From an optimization exercise on the open Yosys and OpenROAD flow, aimed at small area and a short achievable clock period; shortcuts taken in it are not production practice.
The RTL was checked by simulation tests, not by an equivalence proof against the original design.
Power is estimated from default activity; no workload was simulated.

==> run M: inputs <==
Design Power_Spec_Cal, start of the top module:
module Power_Spec_Cal(
           input wire clk,
           input wire rst,
           input wire dv,
           input wire [9:0] xk_index,
           input wire [24:0] fft_data_out_re,
           input wire [24:0] fft_data_out_im,
           output reg [49:0] Power_Spec,
           output reg data_valid,
           output reg dv_FFT
       );
export LEC_CHECK = 0
export CAP_MARGIN = 0
export CORE_MARGIN = 2
export CORE_UTILIZATION = 40
export CTS_CLUSTER_DIAMETER = 120
export CTS_CLUSTER_SIZE = 25
export PLACE_DENSITY = 0.6
export SLEW_MARGIN = 0
export SYNTH_HIERARCHICAL = 1
export SYNTH_MINIMUM_KEEP_SIZE = 0
create_clock -name core_clock -period 8.0 [get_ports {clk}]
standard.sh (not shown) runs the stock make flow with config.mk's settings and CLKGATE_MAP_FILE= SYNTH_SCRIPT=/design/flow/synth_recipe.tcl, a recipe that flattens the netlist after the stock synthesis.
==> flow/flow/run.sh <==
#!/bin/bash
set -euo pipefail
MARGIN=$(cat flow/margin.txt)
PORTBUF=$(cat flow/port_buffer.txt)
bash standard.sh "SETUP_SLACK_MARGIN=$MARGIN" "BUFFER_PORTS_ARGS=-buffer_cell $PORTBUF" finish > standard_flow.log 2>&1
==> flow/flow/margin.txt <==
5.3
==> flow/flow/port_buffer.txt <==
sky130_fd_sc_hd__buf_1
==> run K (differences from run M) <==
CAP_MARGIN = 10   (was 0)
SLEW_MARGIN = 10   (was 0)
==> run R (differences from run M) <==
==> flow/flow/margin.txt (replaced) <==
5.2
==> flow/flow/port_buffer.txt (replaced) <==
sky130_fd_sc_hd__buf_2
CAP_MARGIN = 20   (was 0)
SLEW_MARGIN = 20   (was 0)
==> run summary <==
Outcome: run M complete, no violations; run K complete, no violations; run R complete, no violations
Relative area change from synthesis to final layout: run M 7.01%; run K 7.01%; run R 6.60%
Sequential cell power: run M 4300 uW; run K 4300 uW; run R 4280 uW
Crit path setup slack, layout: run M 5.32 ns; run K 5.32 ns; run R 5.22 ns
Highest ir drop seen on vdd: run M 202 uV; run K 202 uV; run R 219 uV
Vias in the first global route: run M 18.2k; run K 18.2k; run R 18.1k
Largest stage delay on the critical path: run M 0.58 ns; run K 0.58 ns; run R 0.53 ns
Static leakage: run M 0.0113 uW; run K 0.0113 uW; run R 0.0115 uW
Area of the multi-input gates: run M 0.0157 mm2; run K 0.0157 mm2; run R 0.0156 mm2
Ratio of cells with drive above 1 in the final layout: run M 0.0820; run K 0.0820; run R 0.0987
Placed wire-length estimate after detailed placement: run M 45400 um; run K 45400 um; run R 45200 um
Number of clock buffers in the layout: run M 27; run K 27; run R 25
WP depth: run M 6; run K 6; run R 5
Inverters: run M 61; run K 61; run R 62
Number of standard cells in the final layout excluding fillers: run M 3118; run K 3118; run R 3113
Fraction of standard cell area in multi-input logic: run M 0.537; run K 0.537; run R 0.534
Cell internal pwr: run M 6560 uW; run K 6560 uW; run R 6530 uW
Met2 wire length: run M 32200 um; run K 32200 um; run R 32500 um
Setup slack, reg-to-reg: run M 5.32 ns; run K 5.32 ns; run R 5.22 ns
Sw Ratio: run M 0.381; run K 0.381; run R 0.379
Worst setup path end: run M r2[188]; run K r2[188]; run R r2[187]
Detailed-route via count: run M 15.9k; run K 15.9k; run R 16.1k
Clk power: run M 1400 uW; run K 1400 uW; run R 1420 uW
Buffering overhead: run M 0.0320; run K 0.0320; run R 0.0323
Worst Tran Pin Value: run M 0.685 ns; run K 0.685 ns; run R 0.733 ns

---

==> inputs of job 2038 <==
Another version of the RTL of Power_Spec_Cal (not shown whole).
export LEC_CHECK = 0
export CAP_MARGIN = 20
export CORE_MARGIN = 2
export CORE_UTILIZATION = 60
export PLACE_DENSITY = 0.75
export SETUP_SLACK_MARGIN = 5
export SLEW_MARGIN = 20
export SYNTH_HIERARCHICAL = 1
export SYNTH_MINIMUM_KEEP_SIZE = 0
create_clock -name core_clock -period 8.0 [get_ports {clk}]
run.sh (not shown) runs the stock make flow with config.mk's settings and CLKGATE_MAP_FILE= SYNTH_SCRIPT=/design/flow/synth_recipe.tcl, a recipe that flattens the netlist after the stock synthesis.
Stock flow here: none of the scripts above is used.
==> job 3993: changes against job 2038 <==
- CORE_UTILIZATION: 60 -> 40
- CTS_BUF_LIST: unset -> sky130_fd_sc_hd__clkbuf_4 sky130_fd_sc_hd__clkbuf_8
- PLACE_DENSITY: 0.75 -> 0.6
==> job 6852: changes against job 2038 <==
- CORE_UTILIZATION: 60 -> 40
- PLACE_DENSITY: 0.75 -> 0.6
- SETUP_SLACK_MARGIN: 5 -> unset
==> comparison <==
- Job 3993 completed with no timing, DRC or antenna violations. Job 6852 completed without violations. Job 2038 passed the timing, DRC and antenna checks.
- In area after synthesis, job 2038 and job 3993 do not differ.
- Sequential power is about the same in job 3993 and job 2038.
- Between job 3993 and job 6852, the lower via count is in job 6852 (gap about 1.4%, measured against job 6852).
- In synthesized cell count, job 3993 and job 2038 do not differ.
- First-iteration DRC count: job 6852 is smaller than job 2038 (22%).

port drivers added, routing unchanged:
How much do the figures lean on ideal ports? The routed layouts below were timed once more, with nothing changed but the port constraints.
Step 1 sets driving cells, clkbuf_16 on the clock port and buf_2 on the other inputs (assumed; they add their load-dependent delay and slew).
Step 2 also shifts input and output timing later by t, the mid clock arrival at the registers, as if the neighbouring blocks saw the same clock.
Three values: no drivers, after step 1, after step 2; two values: the first two.
run	shift t [ns]	setup slack, ns	latest minus earliest clock arrival (ns)
run M	0.653	5.321 / 5.257 / 5.321	0.016 / 0.017
run K	0.653	5.321 / 5.257 / 5.321	0.016 / 0.017
run R	0.650	5.225 / 5.225 / 5.225	0.023 / 0.022
job 2038	0.645	4.969 / 4.969 / 4.969	0.019 / 0.019
job 3993	0.718	4.990 / 4.990 / 4.990	0.041 / 0.041
job 6852	0.657	4.469 / 4.469 / 4.469	0.015 / 0.016
After both steps every run listed still meets setup and hold.
